What follows belongs to an exercise in optimizing a design on an open flow for a short achievable clock period and few clock cycles; a production flow would make more cautious choices. Only simulation tests tie the RTL to the original design; equivalence was not proved.

==> flow/design.v, too long to show whole: its modules and the start of the top module <==
// module sixteen_bit_reg: 12 lines
// module eight_bit_reg: 11 lines
// module program_counter: 18 lines
// module stack_pointer: 21 lines
// module FA: 6 lines
// module sixteenBit_FA: 24 lines
// module sixteen_bit_xor: 5 lines
// module multiplier: 8 lines
// module status_register_encoder: 25 lines
// module alu: 23 lines
// module binary_to_reg_sig: 28 lines
// module next_state: 72 lines
// module control_output: 84 lines
// module control_unit: 33 lines
// module binary_to_7Seg: 25 lines
// module seven_seg_controller: 30 lines
// module datapath: 95 lines
module datapath(clk, rst, sw, seg0, seg1,seg2,seg3, mem_addr, mem_wdata, mem_we, mem_rdata);
  // ...
==> flow/run.sh <==
#!/bin/bash
# synth_recipe.tcl (not shown) runs the flow's synth.tcl, then flattens the netlist and writes it again
# the make line also repeats each setting of config.mk as NAME=value (left out here)
make -C /OpenROAD-flow-scripts/flow DESIGN_CONFIG=/design/flow/config.mk WORK_HOME=/design/flow/orfs CLKGATE_MAP_FILE= SYNTH_SCRIPT=/design/flow/synth_recipe.tcl finish
==> flow/config.mk <==
export PLATFORM = sky130hd
export DESIGN_NAME = datapath
export DESIGN_NICKNAME = datapath
export VERILOG_FILES = /design/flow/design.v
export SDC_FILE = /design/flow/constraint.sdc
export NUM_CORES = 4
export LEC_CHECK = 0
export CAP_MARGIN = 20
export CORE_MARGIN = 4
export CORE_UTILIZATION = 40
export SLEW_MARGIN = 20
==> flow/constraint.sdc <==
create_clock -name core_clock -period 9.3 [get_ports {clk}]
set_input_delay 1.8600 -clock core_clock [delete_from_list [all_inputs] [get_ports {clk}]]
set_output_delay 1.8600 -clock core_clock [all_outputs]
set_load 0.01 [all_outputs]
==> results.cfg, run 1 <==
[setup_path]
rrSetupSlack_ns = 0.31
setup.worst_path.end = alu_inst.mul_accumulator.Q[15]
cpLargestDelayFamily = adder cells
end_kind = flip-flop
reg2reg_from = control_unit_inst.state_reg.Q[0]
max_stage_delay_ns = 0.54
crit_top_cell = fa_1

[die]
ios = 83

[layout]
nets = 3813
multi_input_cells = 2346
final_common_cell = nand2_1
finalInstanceArea_sq_um = 35210
n_all_buffers = 401
fillers = 6975

[clocking]
cts_setup_buffers = 1
cts_sinks = 342
cts-root-buf = clkbuf_16
post_cts_resized = 7

[timing]
slew_viol_final = 0
fin_crit_ns = 8.992
setup_viol = 0
setup_tns_ns = 0

[synth]
synth_xor_area_share_pct = 1.597
netlist.area_leader.share_pct = 27.54
seq_area_frac_synth_pct = 28.96
synth-simple-area-share_pct = 14.08
synth_top_cell_by_area = dfrtp_1

[place]
dp_hpwl_um = 84430
portBuffers = 82
pre_cts_ws_ns = -0.5587
placed_cells = 4319

[hold_path]
hold_depth = 2

[route]
ant_nets = 0
dr.first_iter.drc_count = 3246
met3_length_um = 11290

[grt]
grtUsageMet2_pct = 47.57
met3_usage_pct = 7.198
grt_pass1_wl_um = 173900

[run_status]
status = finished clean
Testbench counts, summed over its fixed seeds: cycles 250,940.
==> module datapath, before the edit <==
module datapath(clk, rst, sw, seg0, seg1,seg2,seg3, mem_addr, mem_wdata, mem_we, mem_rdata);
	input clk, rst;
	input [3:0] sw;
	output [6:0] seg0,seg1,seg2,seg3;
	output [15:0] mem_addr;
	output [15:0] mem_wdata;
	output mem_we;
	input [15:0] mem_rdata;
	wire [15:0] rin, rout;
	wire wr_enable, ram_addr_sel, pcin, ram_out_ctrl, instr_ctrl, acc_enable, acc_out_ctrl, pc_enable, pc_out_ctrl, addsub, a_enable, xor_ctrl, cu_out_ctrl, mul_out_ctrl, mul_acc_out_ctrl, sr_sel, add_ctrl;
	wire[15:0] instr, bus, instr_address, cu_out, r0_out, r1_out,r2_out, r3_out, r4_out, r5_out, r6_out, r7_out, r8_out, r9_out,r10_out, r11_out, r12_out, r13_out, mul_acc_out, sp_out;
	wire [15:0] ra_in, acc_out, sr_out;
	reg [15:0] ram_address, sr_in;
	wire [15:0] ram_out;
	wire[1:0] sp_sel;
	wire[3:0] status_reg;
	sixteen_bit_reg instruction_register(.clk(clk),.rst(rst),.D(bus),.Q(instr),.enable(instr_ctrl));
	program_counter pc(.clk(clk),.rst(rst), .select(pcin), .bus(bus), .out(instr_address),.pc_enable(pc_enable));
	always@(ram_addr_sel or sp_out or instr_address) begin
		if (ram_addr_sel == 1'b1)
			ram_address <= sp_out;
		else 
			ram_address <= instr_address;
	end
	assign mem_addr = ram_address;
	assign mem_wdata = bus;
	assign mem_we = wr_enable;
	assign ram_out = mem_rdata;
	control_unit control_unit_inst
	(	
		.clk(clk), .rst(rst), .instr(instr), .rin(rin), 
		.rout(rout), .gin(acc_enable), .gout(acc_out_ctrl), .pcin(pcin), 
		.pcout(pc_out_ctrl), .addsub(addsub), .a_in(a_enable), 
		.xorctrl(xor_ctrl), .ctrl_out(cu_out_ctrl), 
		.out(cu_out),.ram_addr_sel(ram_addr_sel), .ram_out_ctrl(ram_out_ctrl), 
		.instr_enable(instr_ctrl),.pc_enable(pc_enable), .wr_enable(wr_enable), .sp_sel(sp_sel), .sr_sel(sr_sel), .current_status(sr_out[3:0]),
		.mul_out_ctrl(mul_out_ctrl), .mul_acc_out_ctrl(mul_acc_out_ctrl),
		.add_ctrl(add_ctrl)	
	);
	alu alu_inst(
		.clk(clk), .rst(rst), .a(bus),.a_enable(a_enable), 
		.b(bus), .addsub(addsub), .xor_ctrl(xor_ctrl), .acc_out(acc_out), .acc_enable(acc_enable)
		,.mul_acc_out(mul_acc_out), .mul_out_ctrl(mul_out_ctrl), .status_reg(status_reg), .add_ctrl(add_ctrl)
		);
	wire [27:0] displays;
	assign seg0 = displays[6:0];
	assign seg1 = displays[13:7];
	assign seg2 = displays[20:14];
	assign seg3 = displays[27:21];
	seven_seg_controller display_driver
	(
		.sw(sw), .r0(r0_out), .r1(r1_out), .r2(r2_out), 
		.r3(r3_out), .r4(r4_out), .r5(r5_out), .r6(r6_out),
		.r7(r7_out), 
		.r8(r8_out),
		.r9(r9_out),
		.r10(r10_out),
		.r11(r11_out),
		.r12(r12_out),
		.r13(r13_out),
		.r14(sr_out),
		.r15(sp_out),
		.displ(displays)
	);
	stack_pointer sp(.in(bus), .out(sp_out), .sel(sp_sel), .enable(rin[15]), .clk(clk), .rst(rst));
	sixteen_bit_reg r0(.D(bus), .clk(clk), .rst(rst), .Q(r0_out),.enable(rin[0]));
	sixteen_bit_reg r1(.D(bus), .clk(clk), .rst(rst), .Q(r1_out),.enable(rin[1]));
	sixteen_bit_reg r2(.D(bus), .clk(clk), .rst(rst), .Q(r2_out),.enable(rin[2]));
	sixteen_bit_reg r3(.D(bus), .clk(clk), .rst(rst), .Q(r3_out),.enable(rin[3]));
	sixteen_bit_reg r4(.D(bus), .clk(clk), .rst(rst), .Q(r4_out),.enable(rin[4]));
	sixteen_bit_reg r5(.D(bus), .clk(clk), .rst(rst), .Q(r5_out),.enable(rin[5]));
	sixteen_bit_reg r6(.D(bus), .clk(clk), .rst(rst), .Q(r6_out),.enable(rin[6]));
	sixteen_bit_reg r7(.D(bus), .clk(clk), .rst(rst), .Q(r7_out),.enable(rin[7]));
	sixteen_bit_reg r8(.D(bus), .clk(clk), .rst(rst), .Q(r8_out),.enable(rin[8]));
	sixteen_bit_reg r9(.D(bus), .clk(clk), .rst(rst), .Q(r9_out),.enable(rin[9]));
	sixteen_bit_reg r10(.D(bus), .clk(clk), .rst(rst), .Q(r10_out),.enable(rin[10]));
	sixteen_bit_reg r11(.D(bus), .clk(clk), .rst(rst), .Q(r11_out),.enable(rin[11]));
	sixteen_bit_reg r12(.D(bus), .clk(clk), .rst(rst), .Q(r12_out),.enable(rin[12]));
	sixteen_bit_reg r13(.D(bus), .clk(clk), .rst(rst), .Q(r13_out),.enable(rin[13]));
	assign bus = ({16{pc_out_ctrl}} & instr_address) | ({16{ram_out_ctrl}} & ram_out)
		| ({16{cu_out_ctrl}} & cu_out) | ({16{acc_out_ctrl}} & acc_out)
		| ({16{mul_acc_out_ctrl}} & mul_acc_out)
		| ({16{rout[15]}} & sp_out) | ({16{rout[14]}} & sr_out)
		| ({16{rout[0]}} & r0_out) | ({16{rout[1]}} & r1_out) | ({16{rout[2]}} & r2_out) | ({16{rout[3]}} & r3_out)
		| ({16{rout[4]}} & r4_out) | ({16{rout[5]}} & r5_out) | ({16{rout[6]}} & r6_out) | ({16{rout[7]}} & r7_out)
		| ({16{rout[8]}} & r8_out) | ({16{rout[9]}} & r9_out) | ({16{rout[10]}} & r10_out) | ({16{rout[11]}} & r11_out)
		| ({16{rout[12]}} & r12_out) | ({16{rout[13]}} & r13_out);
	always@(status_reg or bus or sr_sel) begin
		if (sr_sel == 1'b0)
			sr_in = bus;
		else
			sr_in = status_reg;
	end
	sixteen_bit_reg status_register(.D(sr_in), .clk(clk), .rst(rst), .Q(sr_out),.enable(rin[14]));
endmodule
==> run 2, diff against run 1 <==
==> flow/design.v (replaced) <==
module datapath(clk, rst, sw, seg0, seg1, seg2, seg3, mem_addr, mem_wdata, mem_we, mem_rdata);
	input clk, rst;
	input [3:0] sw;
	output [6:0] seg0, seg1, seg2, seg3;
	output reg [15:0] mem_addr;
	output [15:0] mem_wdata;
	output mem_we;
	input [15:0] mem_rdata;
	localparam K_INSTR = 3'd0, K_BTGT = 3'd1, K_CTGT = 3'd2, K_POPD = 3'd3, K_RETD = 3'd4;
	reg [255:0] rf;                  
	wire [15:0] sp  = rf[255:240];
	wire [15:0] srr = rf[239:224];
	reg        av;                   
	reg [2:0]  ak;
	reg [15:0] ia;
	reg        pf;                   
	reg [2:0]  pfk;
	reg [15:0] pfa;
	reg        wp;                   
	reg [15:0] wa, wd;
	reg        mbusy;                
	reg [15:0] ma, mb;
	reg [3:0]  mrx;
	reg [3:0]  prx;                  
	reg [15:0] ra;                   
	reg [15:0] ba;                   
	reg [15:0]  sc_v;                
	reg [191:0] sc_t;
	reg [255:0] sc_d;
	reg         tv;                  
	reg [15:0]  td;
	reg [15:0]  bt_v;                
	reg [191:0] bt_t;
	reg [255:0] bt_d;
	assign mem_we = wp;
	assign mem_wdata = wd;
	wire [15:0] w = mem_rdata;
	wire [3:0] op = w[15:12];
	wire [3:0] rx = w[11:8];
	wire [3:0] ry = w[7:4];
	wire [15:0] A = rf[rx*16 +: 16];
	wire [15:0] B = rf[ry*16 +: 16];
	wire exe = av && (ak == K_INSTR);
	wire [15:0] ia1 = ia + 16'd1;
	wire [15:0] ia2 = ia + 16'd2;
	wire [15:0] spp1 = sp + 16'd1;
	wire [15:0] spm1 = sp - 16'd1;
	wire [15:0] spp2 = sp + 16'd2;
	wire [3:0]  li = spp2[3:0];
	wire        lhit = sc_v[li] && (sc_t[li*12 +: 12] == spp2[15:4]);
	wire [15:0] ldat = sc_d[li*16 +: 16];
	wire [3:0]  bi = ia[3:0];
	wire        bhit = bt_v[bi] && (bt_t[bi*12 +: 12] == ia[15:4]);
	wire [15:0] btgt = bt_d[bi*16 +: 16];
	wire cond = (op == 4'hD) ? srr[1] : (op == 4'hE) ? srr[3] : srr[2];
	wire [15:0] sum = A + B;
	wire [16:0] dif = {1'b0, A} + {1'b0, ~B} + 17'd1;
	wire [15:0] xr  = A ^ B;
	wire [3:0]  flags = {dif[15], ~dif[15], dif[15:0] == 16'd0, dif[16]};
	wire [31:0] prod = ma * mb;
	reg        we1; reg [3:0] wi1; reg [15:0] wv1;    
	reg        we2; reg [3:0] wi2; reg [15:0] wv2;    
	reg        spw; reg [15:0] spv;                   
	reg        nfv; reg [2:0] nfk; reg [15:0] nfa;    
	reg        rdv;                                   
	reg        dfr; reg [15:0] dfa;                   
	reg        wpn; reg [15:0] wan, wdn;              
	reg        scw;                                   
	reg        tpop;                                  
	reg        btw;                                   
	reg        mst;                                   
	reg        lba;                                   
	reg        lpop;                                  
	always @* begin
		we1 = 1'b0; wi1 = rx; wv1 = 16'd0;
		we2 = 1'b0; wi2 = mrx + 4'd1; wv2 = prod[31:16];
		spw = 1'b0; spv = spp1;
		nfv = 1'b0; nfk = K_INSTR; nfa = ia1; rdv = 1'b0;
		dfr = 1'b0; dfa = ia1;
		wpn = 1'b0; wan = sp; wdn = A;
		scw = 1'b0; tpop = 1'b0; btw = 1'b0; mst = 1'b0; lba = 1'b0; lpop = 1'b0;
		if (mbusy) begin
			we1 = 1'b1; wi1 = mrx; wv1 = prod[15:0];
			we2 = (mrx >= 4'd8) && (mrx <= 4'd13);
		end else if (av && ak == K_POPD) begin
			we1 = 1'b1; wi1 = prx; wv1 = w;
			nfv = 1'b1; nfa = ra;
		end else if (av && ak == K_RETD) begin
			nfv = 1'b1; nfa = w;
		end else if (av && (ak == K_BTGT || ak == K_CTGT)) begin
			nfv = 1'b1; nfa = w; btw = 1'b1;
		end else if (exe) begin
			case (op)
			4'h0: begin we1 = 1'b1; wv1 = {8'h00, w[7:0]}; nfv = 1'b1; end
			4'h1: begin we1 = 1'b1; wv1 = B; nfv = 1'b1; end
			4'h2: begin we1 = 1'b1; wv1 = sum; nfv = 1'b1; end
			4'h3: begin we1 = 1'b1; wv1 = dif[15:0]; nfv = 1'b1; end
			4'h4: begin we1 = 1'b1; wv1 = xr; nfv = 1'b1; end
			4'h5: begin we1 = 1'b1; wv1 = ia; nfv = 1'b1; end
			4'h6: begin nfv = 1'b1; nfa = A; end
			4'h7: begin mst = 1'b1; dfr = 1'b1; end
			4'h8: begin
				wpn = 1'b1; wdn = A; spw = 1'b1; spv = spm1; scw = 1'b1;
				nfv = 1'b1;
			end
			4'h9: begin
				if (tv) begin
					we1 = 1'b1; wv1 = td; spw = 1'b1; tpop = 1'b1; nfv = 1'b1;
				end else if (!wp) begin
					spw = 1'b1; tpop = 1'b1; lpop = 1'b1;
					nfv = 1'b1; rdv = 1'b1; nfk = K_POPD; nfa = spp1;
				end else begin
					dfr = 1'b1; dfa = ia;
				end
			end
			4'hA: begin
				wpn = 1'b1; wdn = ia2; spw = 1'b1; spv = spm1; scw = 1'b1;
				nfv = 1'b1;
				if (bhit) nfa = btgt;
				else begin nfk = K_CTGT; lba = 1'b1; end
			end
			4'hB: begin
				if (tv) begin
					spw = 1'b1; tpop = 1'b1; nfv = 1'b1; nfa = td;
				end else if (!wp) begin
					spw = 1'b1; tpop = 1'b1;
					nfv = 1'b1; rdv = 1'b1; nfk = K_RETD; nfa = spp1;
				end else begin
					dfr = 1'b1; dfa = ia;
				end
			end
			4'hC: begin we1 = 1'b1; wi1 = 4'd14; wv1 = {12'h000, flags}; nfv = 1'b1; end
			default: begin  
				nfv = 1'b1;
				if (!cond) nfa = ia2;
				else if (bhit) nfa = btgt;
				else begin nfk = K_BTGT; lba = 1'b1; end
			end
			endcase
		end
	end
	always @* begin
		if (wp) mem_addr = wa;
		else if (pf) mem_addr = pfa;
		else mem_addr = nfa;
	end
	integer i;
	always @(posedge clk or posedge rst) begin
		if (rst) begin
			rf <= {16'hFFFF, 240'd0};
			av <= 1'b0; ak <= K_INSTR; ia <= 16'd0;
			pf <= 1'b1; pfk <= K_INSTR; pfa <= 16'd0;
			wp <= 1'b0; wa <= 16'd0; wd <= 16'd0;
			mbusy <= 1'b0; ma <= 16'd0; mb <= 16'd0; mrx <= 4'd0;
			prx <= 4'd0; ra <= 16'd0; ba <= 16'd0;
			sc_v <= 16'd0; sc_t <= 192'd0; sc_d <= 256'd0;
			tv <= 1'b0; td <= 16'd0;
			bt_v <= 16'd0; bt_t <= 192'd0; bt_d <= 256'd0;
		end else begin
			for (i = 0; i < 16; i = i + 1) begin
				if (we1 && wi1 == i) rf[i*16 +: 16] <= wv1;
				else if (we2 && wi2 == i) rf[i*16 +: 16] <= wv2;
				else if (i == 15 && spw) rf[i*16 +: 16] <= spv;
			end
			if (scw) begin
				tv <= 1'b1; td <= wdn;
			end else if (tpop) begin
				tv <= lhit; td <= ldat;
			end
			if (we1 && wi1 == 4'd15) tv <= 1'b0;
			if (scw) begin
				sc_v[sp[3:0]] <= 1'b1;
				sc_t[sp[3:0]*12 +: 12] <= sp[15:4];
				sc_d[sp[3:0]*16 +: 16] <= wdn;
			end
			if (btw) begin
				bt_v[ba[3:0]] <= 1'b1;
				bt_t[ba[3:0]*12 +: 12] <= ba[15:4];
				bt_d[ba[3:0]*16 +: 16] <= w;
			end
			if (lba) ba <= ia;
			if (lpop) begin prx <= rx; ra <= ia1; end
			mbusy <= mst;
			if (mst) begin ma <= A; mb <= B; mrx <= rx; end
			wp <= wpn;
			if (wpn) begin wa <= wan; wd <= wdn; end
			if (wp) begin
				av <= 1'b0;
				if (nfv) begin pf <= 1'b1; pfa <= nfa; pfk <= nfk; end
			end else if (pf) begin
				av <= 1'b1; ia <= pfa; ak <= pfk; pf <= 1'b0;
			end else if (nfv) begin
				av <= 1'b1; ia <= nfa; ak <= nfk;
			end else begin
				av <= 1'b0;
			end
			if (dfr) begin pf <= 1'b1; pfa <= dfa; pfk <= K_INSTR; end
		end
	end
	function [6:0] hex7;
		input [3:0] v;
		case (v)
		4'h0: hex7 = 7'b1000000; 4'h1: hex7 = 7'b1111001;
		4'h2: hex7 = 7'b0100100; 4'h3: hex7 = 7'b0110000;
		4'h4: hex7 = 7'b0011001; 4'h5: hex7 = 7'b0010010;
		4'h6: hex7 = 7'b0000010; 4'h7: hex7 = 7'b1111000;
		4'h8: hex7 = 7'b0000000; 4'h9: hex7 = 7'b0010000;
		4'hA: hex7 = 7'b0001000; 4'hB: hex7 = 7'b0000011;
		4'hC: hex7 = 7'b1000110; 4'hD: hex7 = 7'b0100001;
		4'hE: hex7 = 7'b0000110; default: hex7 = 7'b0001110;
		endcase
	endfunction
	reg [27:0] pat [0:15];
	integer k;
	always @* begin
		for (k = 0; k < 16; k = k + 1)
			pat[k] = {hex7(rf[k*16+12 +: 4]), hex7(rf[k*16+8 +: 4]), hex7(rf[k*16+4 +: 4]), hex7(rf[k*16 +: 4])};
	end
	wire [27:0] disp = pat[sw];
	assign seg0 = disp[6:0];
	assign seg1 = disp[13:7];
	assign seg2 = disp[20:14];
	assign seg3 = disp[27:21];
endmodule
--- a/flow/config.mk
+++ b/flow/config.mk
@@ -7,2 +7,3 @@
 export LEC_CHECK = 0
+export ABC_CLOCK_PERIOD_IN_PS = 4500
 export CAP_MARGIN = 20
@@ -10,2 +11,3 @@
 export CORE_UTILIZATION = 40
+export SETUP_SLACK_MARGIN = 4.5
 export SLEW_MARGIN = 20
==> results.cfg, run 2 <==
[run_status]
status = finished clean

[synth]
ys.flop_type = dfrtp_1
synth.yosys.warnings = 2
synth-async-reset-ratio_pct = 100.0
synth_nets = 11010
synth-seq-cells = 1347
synth_xor_area_share_pct = 1.364
synth_common_cells = 1490 x nand2_1, 1330 x dfrtp_1, 1050 x o21ai_0
synth_top_family_by_area = compound AO/OA/AOI/OAI gates
netlist_area_sq_um = 96840
synthMuxAreaShare_pct = 15.13
synth_cell_types = 93
synth_area_leaders = dfrtp_1 34%, mux4_2 10%, ha_1 7.8%
synth_top_cell_by_area = dfrtp_1
syn_inst = 10190
synth_edf_count = 0
synth-simple-area-share_pct = 13.86
synth_compound_area_share_pct = 18.02
syn_avg_cell_area_sq_um = 9.506
netlist.area_leader.share_pct = 34.37
yosysMostFrequentCell = nand2_1
synth_adder_area_share_pct = 11.90
seq_area_frac_synth_pct = 34.83

[route]
wirelength_um = 414800
routedWlPerCell_um = 30.33
vias = 88780
viasPerCell = 6.492
ant_nets = 0
drt_pass1_iterations = 9
dr.first_iter.drc_count = 12580
drc = 0

[flow_run]
drv_cap = 0

[clocking]
cts_sinks = 1347
cts_tree = built
h-tree-depth = 4
path_clk_slew_ns = 0.06
clkLatencyLatePin_ns = 0.86
cts_made_buffers = 155
cts-root-buf = clkbuf_16
clk_path_buf_depth = 3
ctsHoldBuffers = 0

[grt]
grt-ovfl-total = 0
met3_usage_pct = 7.756
use_met1_pct = 42.58
antenna_found_initial = 19
top_usage_layer = met2
grt_pass1_vias = 84420
grtUsageMet2_pct = 47.20
grt_max_degree = 191
globalRouteTotalUtil_pct = 31.81
grt_pass1_wl_um = 592800

[die]
dieArea_sq_um = 250000
coreArea_sq_um = 240800
fp-row-count = 180
initial_core_util_pct = 40.22
die_h_um = 500.0
die_width_um = 500.0
ios = 83

[timing]
fin_crit_sh_pct = 73.32
tightest_slew_ns = 1.218
relSlewSlack_pct = 17.94
setup_viol = 0
hold_viol_final = 0
finClkSkew_ns = 0.04043
slew_viol_final = 0
hold_slack_ns = 0.4548
fin_crit_ns = 6.819
setup_tns_ns = 0
fmax_mhz = 146.6
grt_setup_unrepaired = yes

[layout]
layout_common_cells = 1450 x nand2_1, 1292 x dfrtp_1, 898 x o21ai_0
areaGrowthSynthToFinish_pct = 21.15
drive_gt1_share_pct = 24.76
final_common_cell = nand2_1
fillers = 21660
largestRegisters = bt_d: 256 flops, rf: 256 flops, sc_d: 256 flops
nets = 11170
seq_area_sq_um = 33870
multiInputGateArea_sq_um = 63620

[place]
portBuffers = 82
place_congestion = 1.011
dp_hpwl_um = 272600

[hold_path]
hp-class = reg2reg

[setup_path]
end_kind = primary output
arrival_ns = 4.96
required_ns = 7.44
start_kind = flip-flop
cp_max_fo = 6
critPathKind = reg2out
run 2: cells by family after synthesis:
kind of cell / Yosys count
AND/OR/NAND/NOR: 2992
AO/OA/AOI/OAI: 2785
flip-flops: 1347
buffers and inverters: 1231
multiplexers: 881
adder cells (fa/ha/maj): 802
XOR/XNOR: 150
run 2: critical path, cell delays in order, from the launching register on:
cell	delay, ns
dfrtp_4	0.48
buf_12	0.15
buf_16	0.15
mux4_2	0.54
mux4_2	0.52
xnor2_2	0.20
nand2_4	0.12
or4b_4	0.60
buf_6	0.15
or4_4	0.48
o311a_4	0.14
a21oi_4	0.21
a31oi_4	0.15
buf_6	0.17
run 2: worst paths after layout:
kind	endpoint	start	depth (start not counted)	slack, ns
max in group asynchronous	ia[1]	rst	4	5.91
max	mem_addr[9]	ia[1]	13	2.48
min reg2reg	sc_v[9]	sc_v[9]	1	0.45
min	sc_v[9]	sc_v[9]	1	0.45
max reg2reg	rf[207]	ma[7]	23	2.57
min in group asynchronous	rf[2]	rst	3	1.58
run 2: stage by stage:
| step | std cells | setup WS [ns] | area (sq um) | utilization, % |
|---|---|---|---|---|
| 3_5_place_dp | 12920 | 1.140 | 100700 | 41.83 |
| 6_report | 13680 | 2.481 | 117300 | 48.73 |
| 3_3_place_gp | 12920 | 1.139 | 100700 | 41.82 |
| 2_1_floorplan | 10190 | -11.18 | 96850 | - |
| 4_1_cts | 13520 | 2.470 | 114100 | 47.38 |
| 5_1_grt | 13670 | 2.437 | 117300 | 48.72 |
run 2: final cells by class:
| type | count | area share (%) |
|---|---|---|
| Timing Repair Buffer | 746 | 7.102 |
| Multi-Input combinational cell | 7614 | 54.22 |
| Tap cell | 3185 | 3.397 |
| Clock inverter | 76 | 0.9609 |
| Inverter | 482 | 1.588 |
| Sequential cell | 1347 | 28.87 |
| Antenna cell | 13 | 0.02773 |
| Clock buffer | 212 | 3.831 |
run 2: layer usage:
| metal | wire (um) | vias to the layer above | part of all wire, % |
|---|---|---|---|
| met3 | 48160 | 1471 | 12 |
| li1 | - | 37030 | - |
| met2 | 177700 | 5835 | 43 |
| met5 | 55 | - | 0.013 |
| met1 | 159700 | 44440 | 39 |
| met4 | 29160 | 8 | 7.0 |
run 2: timing repair:
action / in CTS / in global routing
setup buffers: 281 / 141
endpoints found under the setup margin: 979 / 632
cloned: 30 / 3
endpoints found under the hold margin: 0 / 0
pin swaps: 285 / 228
resized for setup: 1269 / 444
Testbench counts of run 2, summed over its fixed seeds: cycles 52,024.
==> run 3, diff against run 2 <==
==> flow/design.v (replaced) <==
module datapath(clk, rst, sw, seg0, seg1, seg2, seg3, mem_addr, mem_wdata, mem_we, mem_rdata);
	input clk, rst;
	input [3:0] sw;
	output [6:0] seg0, seg1, seg2, seg3;
	output [15:0] mem_addr;
	output [15:0] mem_wdata;
	output mem_we;
	input [15:0] mem_rdata;
	localparam BB = 6;               
	localparam BN = 1 << BB;
	localparam BT = 16 - BB;
	localparam IB = 6;               
	localparam IN = 1 << IB;
	localparam IT = 16 - IB;
	localparam T_EQ = 3'd1, T_LO = 3'd2, T_HI = 3'd3, T_CALL = 3'd4, T_BR = 3'd5, T_RET = 3'd6;
	reg [255:0] rf;                  
	wire [15:0] sp  = rf[255:240];
	wire [15:0] srr = rf[239:224];
	reg [15:0] S;                    
	reg        swe;                  
	reg [15:0] wa, swd;
	reg        sf;                   
	reg        sr;                   
	reg        af, ar;               
	reg        afc;                  
	reg [15:0] icw;
	reg        dq;                   
	reg [15:0] i2w;
	reg [15:0] ia, ia1r, ia2r;       
	reg        ah;                   
	reg [2:0]  aty;
	reg [15:0] atg;
	reg [15:0] epc;                  
	reg        et;                   
	reg        dw;                   
	reg        dpop;                 
	reg [3:0]  prx;
	reg        fp;                   
	reg [15:0] fpa;
	reg [2:0]  fpt;
	reg        bq;                   
	reg [15:0] bqa, bqd;
	reg [2:0]  bqt;
	reg        mbusy;                
	reg [3:0]  mrx, mrx1;            
	reg        mh, m15, m14;         
	reg [191:0] mrow;                
	reg [15:0]  sc_v;                
	reg [191:0] sc_t;
	reg [255:0] sc_d;
	reg         tv;                  
	reg [15:0]  td;
	reg [BN-1:0]    bt_v;            
	reg [BN*BT-1:0] bt_t;
	reg [BN*3-1:0]  bt_k;
	reg [BN*16-1:0] bt_d;
	reg [IN-1:0]    ic_v;            
	reg [IN*IT-1:0] ic_t;
	reg [IN*16-1:0] ic_d;
	assign mem_addr = swe ? wa : S;
	assign mem_we = swe;
	assign mem_wdata = swd;
	wire [15:0] w = afc ? icw : mem_rdata;
	wire [3:0] op = w[15:12];
	wire [3:0] rx = w[11:8];
	wire [3:0] ry = w[7:4];
	wire [15:0] dx = 16'd1 << rx;
	wire [15:0] dy = 16'd1 << ry;
	reg  [15:0] A, B;
	integer j;
	always @* begin
		A = 16'd0; B = 16'd0;
		for (j = 0; j < 16; j = j + 1) begin
			A = A | ({16{dx[j]}} & rf[j*16 +: 16]);
			B = B | ({16{dy[j]}} & rf[j*16 +: 16]);
		end
	end
	wire [15:0] spp1 = sp + 16'd1;
	wire [15:0] spm1 = sp - 16'd1;
	wire [15:0] spp2 = sp + 16'd2;
	wire [3:0]  li = spp2[3:0];
	wire        lhit = sc_v[li] && (sc_t[li*12 +: 12] == spp2[15:4]);
	wire [15:0] ldat = sc_d[li*16 +: 16];
	wire [15:0] sum, dif;
	wire        c_add, c_sub;
	ksadd #(16) add_u(.a(A), .b(B), .cin(1'b0), .s(sum), .cout(c_add));
	ksadd #(16) sub_u(.a(A), .b(~B), .cin(1'b1), .s(dif), .cout(c_sub));
	wire [15:0] xr = A ^ B;
	wire [3:0]  flags = {dif[15], ~dif[15], A == B, c_sub};
	function [63:0] csa;
		input [31:0] x, y, z;
		begin
			csa[31:0]  = x ^ y ^ z;
			csa[63:32] = ((x & y) | (x & z) | (y & z)) << 1;
		end
	endfunction
	reg [31:0] pp [0:15];
	reg [31:0] l1 [0:10];
	reg [31:0] l2 [0:7];
	reg [31:0] l3 [0:5];
	integer q;
	always @* begin
		for (q = 0; q < 16; q = q + 1) pp[q] = ({16'd0, {16{B[q]}} & A}) << q;
		for (q = 0; q < 5; q = q + 1) {l1[2*q+1], l1[2*q]} = csa(pp[3*q], pp[3*q+1], pp[3*q+2]);
		l1[10] = pp[15];
		for (q = 0; q < 3; q = q + 1) {l2[2*q+1], l2[2*q]} = csa(l1[3*q], l1[3*q+1], l1[3*q+2]);
		l2[6] = l1[9]; l2[7] = l1[10];
		for (q = 0; q < 2; q = q + 1) {l3[2*q+1], l3[2*q]} = csa(l2[3*q], l2[3*q+1], l2[3*q+2]);
		l3[4] = l2[6]; l3[5] = l2[7];
	end
	wire [31:0] m0 = mrow[31:0],    m1 = mrow[63:32],   m2 = mrow[95:64];
	wire [31:0] m3 = mrow[127:96],  m4 = mrow[159:128], m5 = mrow[191:160];
	wire [63:0] l4a = csa(m0, m1, m2);
	wire [63:0] l4b = csa(m3, m4, m5);
	wire [63:0] l5  = csa(l4a[31:0], l4a[63:32], l4b[31:0]);
	wire [63:0] l6  = csa(l5[31:0], l5[63:32], l4b[63:32]);
	wire [31:0] prod;
	wire        pco;
	ksadd #(.W(32), .L(6)) mul_u(.a(l6[31:0]), .b(l6[63:32]), .cin(1'b0), .s(prod), .cout(pco));
	wire inst = af && (ia == epc) && !et && !dw;     
	wire tgtw = af && (ia == epc) && et;             
	wire data = ar && dw;                            
	wire cond = (op == 4'hD) ? srr[1] : (op == 4'hE) ? srr[3] : srr[2];
	wire [2:0] bkind = (op == 4'hD) ? T_EQ : (op == 4'hE) ? T_LO : (op == 4'hF) ? T_HI :
		(op == 4'hA) ? T_CALL : (op == 4'h6) ? T_BR : T_RET;
	wire rdA = (op == 4'h2) | (op == 4'h3) | (op == 4'h4) | (op == 4'h6) | (op == 4'h7) | (op == 4'h8) | (op == 4'hC);
	wire rdB = (op == 4'h1) | (op == 4'h2) | (op == 4'h3) | (op == 4'h4) | (op == 4'h7) | (op == 4'hC);
	wire usp = (op == 4'h8) | (op == 4'h9) | (op == 4'hA) | (op == 4'hB);
	wire usr = (op == 4'hD) | (op == 4'hE) | (op == 4'hF);
	wire haz = mbusy & (
		(rdA & ((rx == mrx) | (mh & (rx == mrx1)))) |
		(rdB & ((ry == mrx) | (mh & (ry == mrx1)))) |
		(usp & m15) | (usr & m14));
	wire [3:0] op2 = i2w[15:12];
	wire [3:0] rx2 = i2w[11:8];
	wire [3:0] ry2 = i2w[7:4];
	wire [15:0] dx2 = 16'd1 << rx2;
	wire [15:0] dy2 = 16'd1 << ry2;
	reg  [15:0] A2, B2;
	always @* begin
		A2 = 16'd0; B2 = 16'd0;
		for (j = 0; j < 16; j = j + 1) begin
			A2 = A2 | ({16{dx2[j]}} & rf[j*16 +: 16]);
			B2 = B2 | ({16{dy2[j]}} & rf[j*16 +: 16]);
		end
	end
	wire [15:0] sum2, dif2;
	wire        c_add2, c_sub2;
	ksadd add2_u(.a(A2), .b(B2), .cin(1'b0), .s(sum2), .cout(c_add2));
	ksadd sub2_u(.a(A2), .b(~B2), .cin(1'b1), .s(dif2), .cout(c_sub2));
	wire [3:0]  flags2 = {dif2[15], ~dif2[15], A2 == B2, c_sub2};
	reg  [15:0] wv2;
	always @* begin
		case (op2)
		4'h0: wv2 = {8'h00, i2w[7:0]};
		4'h1: wv2 = B2;
		4'h2: wv2 = sum2;
		4'h3: wv2 = dif2;
		4'h4: wv2 = A2 ^ B2;
		4'h5: wv2 = ia1r;
		default: wv2 = {12'h000, flags2};
		endcase
	end
	wire [3:0] wi2 = (op2 == 4'hC) ? 4'd14 : rx2;
	wire rdA2 = (op2 == 4'h2) | (op2 == 4'h3) | (op2 == 4'h4) | (op2 == 4'hC);
	wire rdB2 = (op2 == 4'h1) | rdA2;
	wire haz2 = mbusy & (
		(rdA2 & ((rx2 == mrx) | (mh & (rx2 == mrx1)))) |
		(rdB2 & ((ry2 == mrx) | (mh & (ry2 == mrx1)))));
	wire go = inst & ~haz & ~(dq & haz2);
	wire go2 = go & dq;
	wire [15:0] S1 = S + 16'd1;
	wire [15:0] S2 = S + 16'd2;
	wire [IB-1:0] ici = S[IB-1:0];
	wire        ich = ic_v[ici] && (ic_t[ici*IT +: IT] == S[15:IB]);
	wire [15:0] icd = ic_d[ici*16 +: 16];
	wire        sfe = sf && (!swe || ich);       
	wire [IB-1:0] ici2 = S1[IB-1:0];
	wire        ich2 = ic_v[ici2] && (ic_t[ici2*IT +: IT] == S1[15:IB]);
	wire [15:0] icd2 = ic_d[ici2*16 +: 16];
	wire [3:0] c1op = icd[15:12], c2op = icd2[15:12];
	wire c1s = (c1op <= 4'h5) | (c1op == 4'h8) | (c1op == 4'hC);
	wire c2s = (c2op <= 4'h5) | (c2op == 4'hC);
	wire [3:0] c1d = (c1op == 4'h8) ? 4'd15 : (c1op == 4'hC) ? 4'd14 : icd[11:8];
	wire c2rA = (c2op == 4'h2) | (c2op == 4'h3) | (c2op == 4'h4) | (c2op == 4'hC);
	wire c2rB = (c2op == 4'h1) | c2rA;
	wire dual = sfe && ich && ich2 && c1s && c2s &&
		!(c2rA && icd2[11:8] == c1d) && !(c2rB && icd2[7:4] == c1d);
	wire s_ep = sfe && (S == epc);
	wire s_i1 = sfe && (S == ia1r);
	wire s_i2 = sfe && (S == ia2r);
	wire s_at = sfe && (S == atg);
	wire s_td = sfe && (S == td);
	wire s_A  = sfe && (S == A);
	wire s_w  = sfe && (S == w);
	reg        we1; reg [3:0] wi1; reg [15:0] wv1;    
	reg        spw; reg [15:0] spv;                   
	reg [15:0] epn; reg etn; reg dwn; reg ok;         
	reg        wpn; reg [15:0] wdn;                   
	reg        rdn;                                   
	reg        tpop;                                  
	reg        bqn; reg [15:0] bqan, bqdn; reg [2:0] bqtn;    
	reg        fpn;                                   
	reg        mst;                                   
	reg        lpop;                                  
	reg        cpx;                                   
	always @* begin
		we1 = 1'b0; wi1 = rx; wv1 = 16'd0;
		spw = 1'b0; spv = spp1;
		epn = epc; etn = et; dwn = dw; ok = s_ep;
		wpn = 1'b0; wdn = A; rdn = 1'b0;
		tpop = 1'b0;
		bqn = 1'b0; bqan = fpa; bqdn = w; bqtn = fpt;
		fpn = 1'b0; mst = 1'b0; lpop = 1'b0; cpx = 1'b0;
		if (data) begin
			dwn = 1'b0;
			if (dpop) begin
				we1 = 1'b1; wi1 = prx; wv1 = w;
			end else begin
				epn = w; ok = s_w;
			end
		end else if (tgtw) begin
			epn = w; ok = s_w; etn = 1'b0;
		end else if (go) begin
			epn = dq ? ia2r : ia1r; ok = dq ? s_i2 : s_i1;
			case (op)
			4'h0: begin we1 = 1'b1; wv1 = {8'h00, w[7:0]}; end
			4'h1: begin we1 = 1'b1; wv1 = B; end
			4'h2: begin we1 = 1'b1; wv1 = sum; end
			4'h3: begin we1 = 1'b1; wv1 = dif; end
			4'h4: begin we1 = 1'b1; wv1 = xr; end
			4'h5: begin we1 = 1'b1; wv1 = ia; end
			4'h6: begin
				epn = A; ok = s_A;
				if (!(ah && aty == T_BR && atg == A)) begin
					bqn = 1'b1; bqan = ia; bqtn = T_BR; bqdn = A;
				end
			end
			4'h7: mst = 1'b1;
			4'h8: begin wpn = 1'b1; wdn = A; spw = 1'b1; spv = spm1; end
			4'h9: begin
				spw = 1'b1; tpop = 1'b1;
				if (tv) begin
					we1 = 1'b1; wv1 = td;
				end else begin
					lpop = 1'b1; rdn = 1'b1; dwn = 1'b1;
				end
			end
			4'hA: begin
				wpn = 1'b1; wdn = ia2r; spw = 1'b1; spv = spm1;
				if (ah) begin epn = atg; ok = s_at; end
				else begin etn = 1'b1; fpn = 1'b1; end
			end
			4'hB: begin
				spw = 1'b1; tpop = 1'b1;
				if (!(ah && aty == T_RET)) begin bqn = 1'b1; bqan = ia; bqtn = T_RET; end
				if (tv) begin epn = td; ok = s_td; end
				else begin rdn = 1'b1; dwn = 1'b1; end
			end
			4'hC: begin we1 = 1'b1; wi1 = 4'd14; wv1 = {12'h000, flags}; cpx = 1'b1; end
			default: begin  
				if (!ah) fpn = 1'b1;
				if (!cond) begin epn = ia2r; ok = s_i2; end
				else if (ah) begin epn = atg; ok = s_at; end
				else etn = 1'b1;
			end
			endcase
		end
		if (fp && af && ia == fpa + 16'd1) bqn = 1'b1;
	end
	reg        tvn;
	reg [15:0] tdn;
	always @* begin
		tvn = tv; tdn = td;
		if (wpn) begin tvn = 1'b1; tdn = wdn; end
		else if (tpop) begin tvn = lhit; tdn = ldat; end
		if ((we1 && wi1 == 4'd15) || (go2 && wi2 == 4'd15) || (mbusy && m15)) tvn = 1'b0;
	end
	wire [15:0] wam1 = wa - 16'd1;
	wire [BB-1:0] bli = S[BB-1:0];
	wire        blh = bt_v[bli] && (bt_t[bli*BT +: BT] == S[15:BB]);
	wire [2:0]  blk = bt_k[bli*3 +: 3];
	wire [15:0] bld = bt_d[bli*16 +: 16];
	wire [3:0]  srn = (go2 && op2 == 4'hC) ? flags2 : cpx ? flags : srr[3:0];
	reg  [15:0] pred;
	always @* begin
		pred = dual ? S2 : S1;
		if (blh) begin
			case (blk)
			T_EQ: pred = srn[1] ? bld : S2;
			T_LO: pred = srn[3] ? bld : S2;
			T_HI: pred = srn[2] ? bld : S2;
			T_CALL, T_BR: pred = bld;
			T_RET: pred = tvn ? tdn : S1;
			default: pred = S1;
			endcase
		end
	end
	integer i;
	always @(posedge clk or posedge rst) begin
		if (rst) begin
			rf <= {16'hFFFF, 240'd0};
			S <= 16'd0; swe <= 1'b0; wa <= 16'd0; swd <= 16'd0; sf <= 1'b1; sr <= 1'b0;
			afc <= 1'b0; icw <= 16'd0; dq <= 1'b0; i2w <= 16'd0;
			ic_v <= {IN{1'b0}}; ic_t <= {IN*IT{1'b0}}; ic_d <= {IN*16{1'b0}};
			af <= 1'b0; ar <= 1'b0; ia <= 16'd0; ia1r <= 16'd1; ia2r <= 16'd2;
			ah <= 1'b0; aty <= 3'd0; atg <= 16'd0;
			epc <= 16'd0; et <= 1'b0; dw <= 1'b0; dpop <= 1'b0; prx <= 4'd0;
			fp <= 1'b0; fpa <= 16'd0; fpt <= 3'd0;
			bq <= 1'b0; bqa <= 16'd0; bqd <= 16'd0; bqt <= 3'd0;
			mbusy <= 1'b0; mrx <= 4'd0; mrx1 <= 4'd1; mh <= 1'b0; m15 <= 1'b0; m14 <= 1'b0;
			sc_v <= 16'd0; sc_t <= 192'd0; sc_d <= 256'd0;
			tv <= 1'b0; td <= 16'd0;
			bt_v <= {BN{1'b0}}; bt_t <= {BN*BT{1'b0}}; bt_k <= {BN*3{1'b0}}; bt_d <= {BN*16{1'b0}};
		end else begin
			for (i = 0; i < 16; i = i + 1) begin
				if (go2 && wi2 == i) rf[i*16 +: 16] <= wv2;
				else if (we1 && wi1 == i) rf[i*16 +: 16] <= wv1;
				else if (i == 15 && spw) rf[i*16 +: 16] <= spv;
				else if (mbusy && mrx == i) rf[i*16 +: 16] <= prod[15:0];
				else if (mbusy && mh && mrx1 == i) rf[i*16 +: 16] <= prod[31:16];
			end
			tv <= tvn; td <= tdn;
			if (wpn) begin
				sc_v[sp[3:0]] <= 1'b1;
				sc_t[sp[3:0]*12 +: 12] <= sp[15:4];
				sc_d[sp[3:0]*16 +: 16] <= wdn;
			end
			bq <= bqn; bqa <= bqan; bqd <= bqdn; bqt <= bqtn;
			if (bq) begin
				bt_v[bqa[BB-1:0]] <= 1'b1;
				bt_t[bqa[BB-1:0]*BT +: BT] <= bqa[15:BB];
				bt_k[bqa[BB-1:0]*3 +: 3] <= bqt;
				bt_d[bqa[BB-1:0]*16 +: 16] <= bqd;
			end
			fp <= fpn;
			if (fpn) begin fpa <= ia; fpt <= bkind; end
			epc <= epn; et <= etn; dw <= dwn;
			if (lpop) prx <= rx;
			if (rdn) dpop <= (op == 4'h9);
			mbusy <= mst;
			if (mst) begin
				mrx <= rx; mrx1 <= rx + 4'd1;
				mh <= (rx >= 4'd8) && (rx <= 4'd13);
				m15 <= (rx == 4'd15);
				m14 <= (rx == 4'd13) || (rx == 4'd14);
			end
			af <= sfe; ar <= sr; ia <= S; ia1r <= S1; ia2r <= S2;
			afc <= ich; icw <= icd; dq <= dual; i2w <= icd2;
			if (af && !afc) begin
				ic_v[ia[IB-1:0]] <= 1'b1;
				ic_t[ia[IB-1:0]*IT +: IT] <= ia[15:IB];
				ic_d[ia[IB-1:0]*16 +: 16] <= mem_rdata;
			end
			if (swe && ic_t[wa[IB-1:0]*IT +: IT] == wa[15:IB]) ic_v[wa[IB-1:0]] <= 1'b0;
			if (swe && bt_t[wa[BB-1:0]*BT +: BT] == wa[15:BB]) bt_v[wa[BB-1:0]] <= 1'b0;
			if (swe && bt_t[wam1[BB-1:0]*BT +: BT] == wam1[15:BB]) bt_v[wam1[BB-1:0]] <= 1'b0;
			ah <= blh; aty <= blk; atg <= bld;
			swe <= wpn; sr <= rdn; sf <= !rdn;
			if (wpn) begin wa <= sp; swd <= wdn; end
			if (rdn) begin
				S <= spp1;
			end else if (ok && !dwn) begin
				S <= pred;
			end else begin
				S <= epn;
			end
		end
	end
	always @(posedge clk) begin
		if (mst) mrow <= {l3[5], l3[4], l3[3], l3[2], l3[1], l3[0]};
	end
	function [6:0] hex7;
		input [3:0] v;
		case (v)
		4'h0: hex7 = 7'b1000000; 4'h1: hex7 = 7'b1111001;
		4'h2: hex7 = 7'b0100100; 4'h3: hex7 = 7'b0110000;
		4'h4: hex7 = 7'b0011001; 4'h5: hex7 = 7'b0010010;
		4'h6: hex7 = 7'b0000010; 4'h7: hex7 = 7'b1111000;
		4'h8: hex7 = 7'b0000000; 4'h9: hex7 = 7'b0010000;
		4'hA: hex7 = 7'b0001000; 4'hB: hex7 = 7'b0000011;
		4'hC: hex7 = 7'b1000110; 4'hD: hex7 = 7'b0100001;
		4'hE: hex7 = 7'b0000110; default: hex7 = 7'b0001110;
		endcase
	endfunction
	wire [15:0] ds = 16'd1 << sw;
	reg [27:0] disp;
	integer k;
	always @* begin
		disp = 28'd0;
		for (k = 0; k < 16; k = k + 1)
			disp = disp | ({28{ds[k]}} &
				{hex7(rf[k*16+12 +: 4]), hex7(rf[k*16+8 +: 4]), hex7(rf[k*16+4 +: 4]), hex7(rf[k*16 +: 4])});
	end
	assign seg0 = disp[6:0];
	assign seg1 = disp[13:7];
	assign seg2 = disp[20:14];
	assign seg3 = disp[27:21];
endmodule
module ksadd #(parameter W = 16, parameter L = 5) (a, b, cin, s, cout);    
	input [W-1:0] a, b;
	input cin;
	output [W-1:0] s;
	output cout;
	wire [W:0] G [0:L];
	wire [W:0] P [0:L];
	assign G[0] = {a & b, cin};
	assign P[0] = {a ^ b, 1'b0};
	genvar l, n;
	generate
		for (l = 0; l < L; l = l + 1) begin : lev
			for (n = 0; n <= W; n = n + 1) begin : bitn
				if (n >= (1 << l)) begin : pre
					assign G[l+1][n] = G[l][n] | (P[l][n] & G[l][n-(1<<l)]);
					assign P[l+1][n] = P[l][n] & P[l][n-(1<<l)];
				end else begin : pass
					assign G[l+1][n] = G[l][n];
					assign P[l+1][n] = P[l][n];
				end
			end
		end
	endgenerate
	assign s = a ^ b ^ G[L][W-1:0];
	assign cout = G[L][W];
endmodule
==> results.cfg, run 3 <==
[timing]
hold_slack_ns = 0.3536
finClkSkew_ns = 0.08475
fin_crit_sh_pct = 70.16
relSlewSlack_pct = 16.12
setup_tns_ns = 0
fin_crit_ns = 6.525
slew_viol_final = 0
layout_setup_ws_ns = 2.775
hold_viol_final = 0
tightest_slew_ns = 1.258
setup_viol = 0
fmax_mhz = 153.3
grt_setup_unrepaired = yes

[route]
viasPerCell = 6.996
wirelength_um = 1588000
drt_pass1_iterations = 10
routedWlPerCell_um = 42.00
drc = 0
dr.first_iter.drc_count = 38520
vias = 264600
ant_nets = 0

[clocking]
cts_sinks = 4746
h-tree-depth = 6
cts_made_buffers = 554
path_clk_slew_ns = 0.06
cts-root-buf = clkbuf_16
clk_path_buf_depth = 4
ctsHoldBuffers = 0
clkLatencyLatePin_ns = 1.16
cts_tree = built

[layout]
nets = 28270
areaGrowthSynthToFinish_pct = 19.80
drive_gt1_share_pct = 33.55
seq_area_sq_um = 119700
layout_common_cells = 4448 x dfrtp_1, 3570 x nand2_1, 2114 x mux4_2
fillers = 66170
multiInputGateArea_sq_um = 174300
finalInstanceArea_sq_um = 354400
final_common_cell = dfrtp_1
largestRegisters = bt_d: 1024 flops, ic_d: 1024 flops

[synth]
synth-simple-area-share_pct = 9.744
syn_avg_cell_area_sq_um = 11.10
synth_adder_area_share_pct = 4.114
yosysMostFrequentCell = dfrtp_1
netlist_area_sq_um = 295800
synthMuxAreaShare_pct = 26.42
seq_area_frac_synth_pct = 40.35
synth_area_leaders = dfrtp_1 39%, mux4_2 16%, mux2_2 7.9%
synth.yosys.warnings = 8
synth_xor_area_share_pct = 1.323
synth-async-reset-ratio_pct = 97.56
synth-seq-cells = 4746
synth_top_cell_by_area = dfrtp_1
synth_cell_types = 107
ys.flop_type = dfrtp_1
netlist.area_leader.share_pct = 39.00
synth_edf_count = 116
synth_top_family_by_area = multiplexers
synth_compound_area_share_pct = 13.96
syn_inst = 26650
synth_nets = 27520
synth_common_cells = 4610 x dfrtp_1, 3708 x nand2_1, 2110 x mux4_2

[setup_path]
reg2regPathDepth = 27
slowest_stage = or3b_4
end_kind = flip-flop
max_stage_delay_ns = 0.41
reg2reg_from = icw[7]
arrival_ns = 7.51
required_ns = 10.29
rrSetupSlack_ns = 2.95
start_kind = primary input
cp_max_fo = 6
critPathKind = in2reg
timing.rr.end = S[0]

[hold_path]
hold_start = sr
hold_depth = 0
hp-class = reg2reg
hold_path_end = ar

[flow_run]
drv_cap = 0

[grt]
grt_pass1_wl_um = 2134000
globalRouteTotalUtil_pct = 40.63
grt-ovfl-total = 0
antenna_found_initial = 187
grt_max_degree = 190
grt_pass1_vias = 250700

[die]
coreArea_sq_um = 736600
ios = 83
initial_core_util_pct = 40.16
die_width_um = 868.0
die_h_um = 868.0
dieArea_sq_um = 753400
fp-row-count = 315

[place]
pre_cts_ws_ns = -0.07835
place_congestion = 1.074
portBuffers = 82
placed_cell_area_sq_um = 311700
dp_hpwl_um = 1063000

[run_status]
status = finished clean
## run 3: cell type report
type / instances / area share [%]
timing repair buffer: 2450 / 7.478
clock buffer: 795 / 4.491
clock inverter: 202 / 0.7372
inverter: 600 / 0.7559
timing repair inverter: 2 / 0.007767
antenna: 151 / 0.1066
sequential: 4746 / 33.79
multi-input combinational: 19050 / 49.17
tap: 9827 / 3.469
## run 3: metrics by stage
stage / util [%] / std cells
after floorplan: - / 26650
after global placement: 42.29 / 35590
after detailed placement: 42.32 / 35600
after CTS: 47.04 / 37340
after global routing: 48.07 / 37690
final: 48.11 / 37820
## run 3: cell families after synthesis
kind of cell	count (synthesis)
AO/OA/AOI/OAI	6221
XOR/XNOR	446
adder cells (fa/ha/maj)	849
buffers and inverters	2868
flip-flops	4746
multiplexers	4801
AND/OR/NAND/NOR	6721
## run 3: worst max-delay path by stage
stage | start | cells past startpoint | slack [ns] | to
6_report | mem_rdata[8] | 32 | 2.78 | S[0]
5_1_grt | mem_rdata[8] | 35 | 2.65 | rf[31]
4_1_cts | mem_rdata[8] | 31 | 2.92 | S[2]
3_5_place_dp | mem_rdata[8] | 27 | -0.08 | S[5]
3_3_place_gp | mem_rdata[8] | 28 | -0.06 | S[2]
2_1_floorplan | rst | 1 | -57.09 | S[0]
## run 3: what timing repair did
item                        CTS  global route
buffers inserted            678           280
setup endpoints to repair  3080          2295
gates resized for setup    2277           952
cloned                       64            43
pin swaps                   557           437
## run 3: routing by layer
metal | GRT usage (%) | wire length (um)
met1 | 50.34 | 571100
met4 | 30.02 | 152900
met5 | 0.5760 | 1070
met2 | 57.02 | 646600
met3 | 16.22 | 216800
## run 3: critical path, delay by kind of cell
| kind | cells | cell delay [ns] |
|---|---|---|
| AND/OR/NAND/NOR | 7 | 1.39 |
| adder cells (fa/ha/maj) | 2 | 0.46 |
| multiplexers | 2 | 0.52 |
| AO/OA/AOI/OAI | 9 | 1.73 |
| buffers and inverters | 12 | 1.54 |
Testbench counts of run 3, summed over its fixed seeds: cycles 41,024.

afterwards: timing with drivers on the ports:
The flow's constraints put no driver on any port. The routed layouts listed below were extracted and timed again, unchanged, in two steps. Step 1 sets driving cells, clkbuf_16 on the clock port and buf_2 on the other inputs (assumed; they add their load-dependent delay and slew). Step 2 times the ports against the registers' clock, not the clock port: input delays grow and output delays shrink by t, the midpoint of the rising clock arrivals with the driver on. Slacks: no drivers / after step 1 / after step 2; pairs: no drivers / after step 1.
run | shift t [ns] | setup WS [ns] | worst setup path at the end | worst data-port slew with drivers (ns) | cell pins on the clock port's net
run 1 | 0.643 | 0.308 / 0.308 / 0.008 | input to register | 0.09 | 1
run 2 | 0.946 | 2.481 / 2.022 / 1.694 | input to register | 0.80 | 1
run 3 | 1.264 | 2.775 / 2.759 / 1.495 | input to register | 0.39 | 1
After both steps every run listed still meets setup and hold. The setup slack of run 3, which loses most, moves by -0.016 ns with the drivers and by -1.280 ns with both steps.
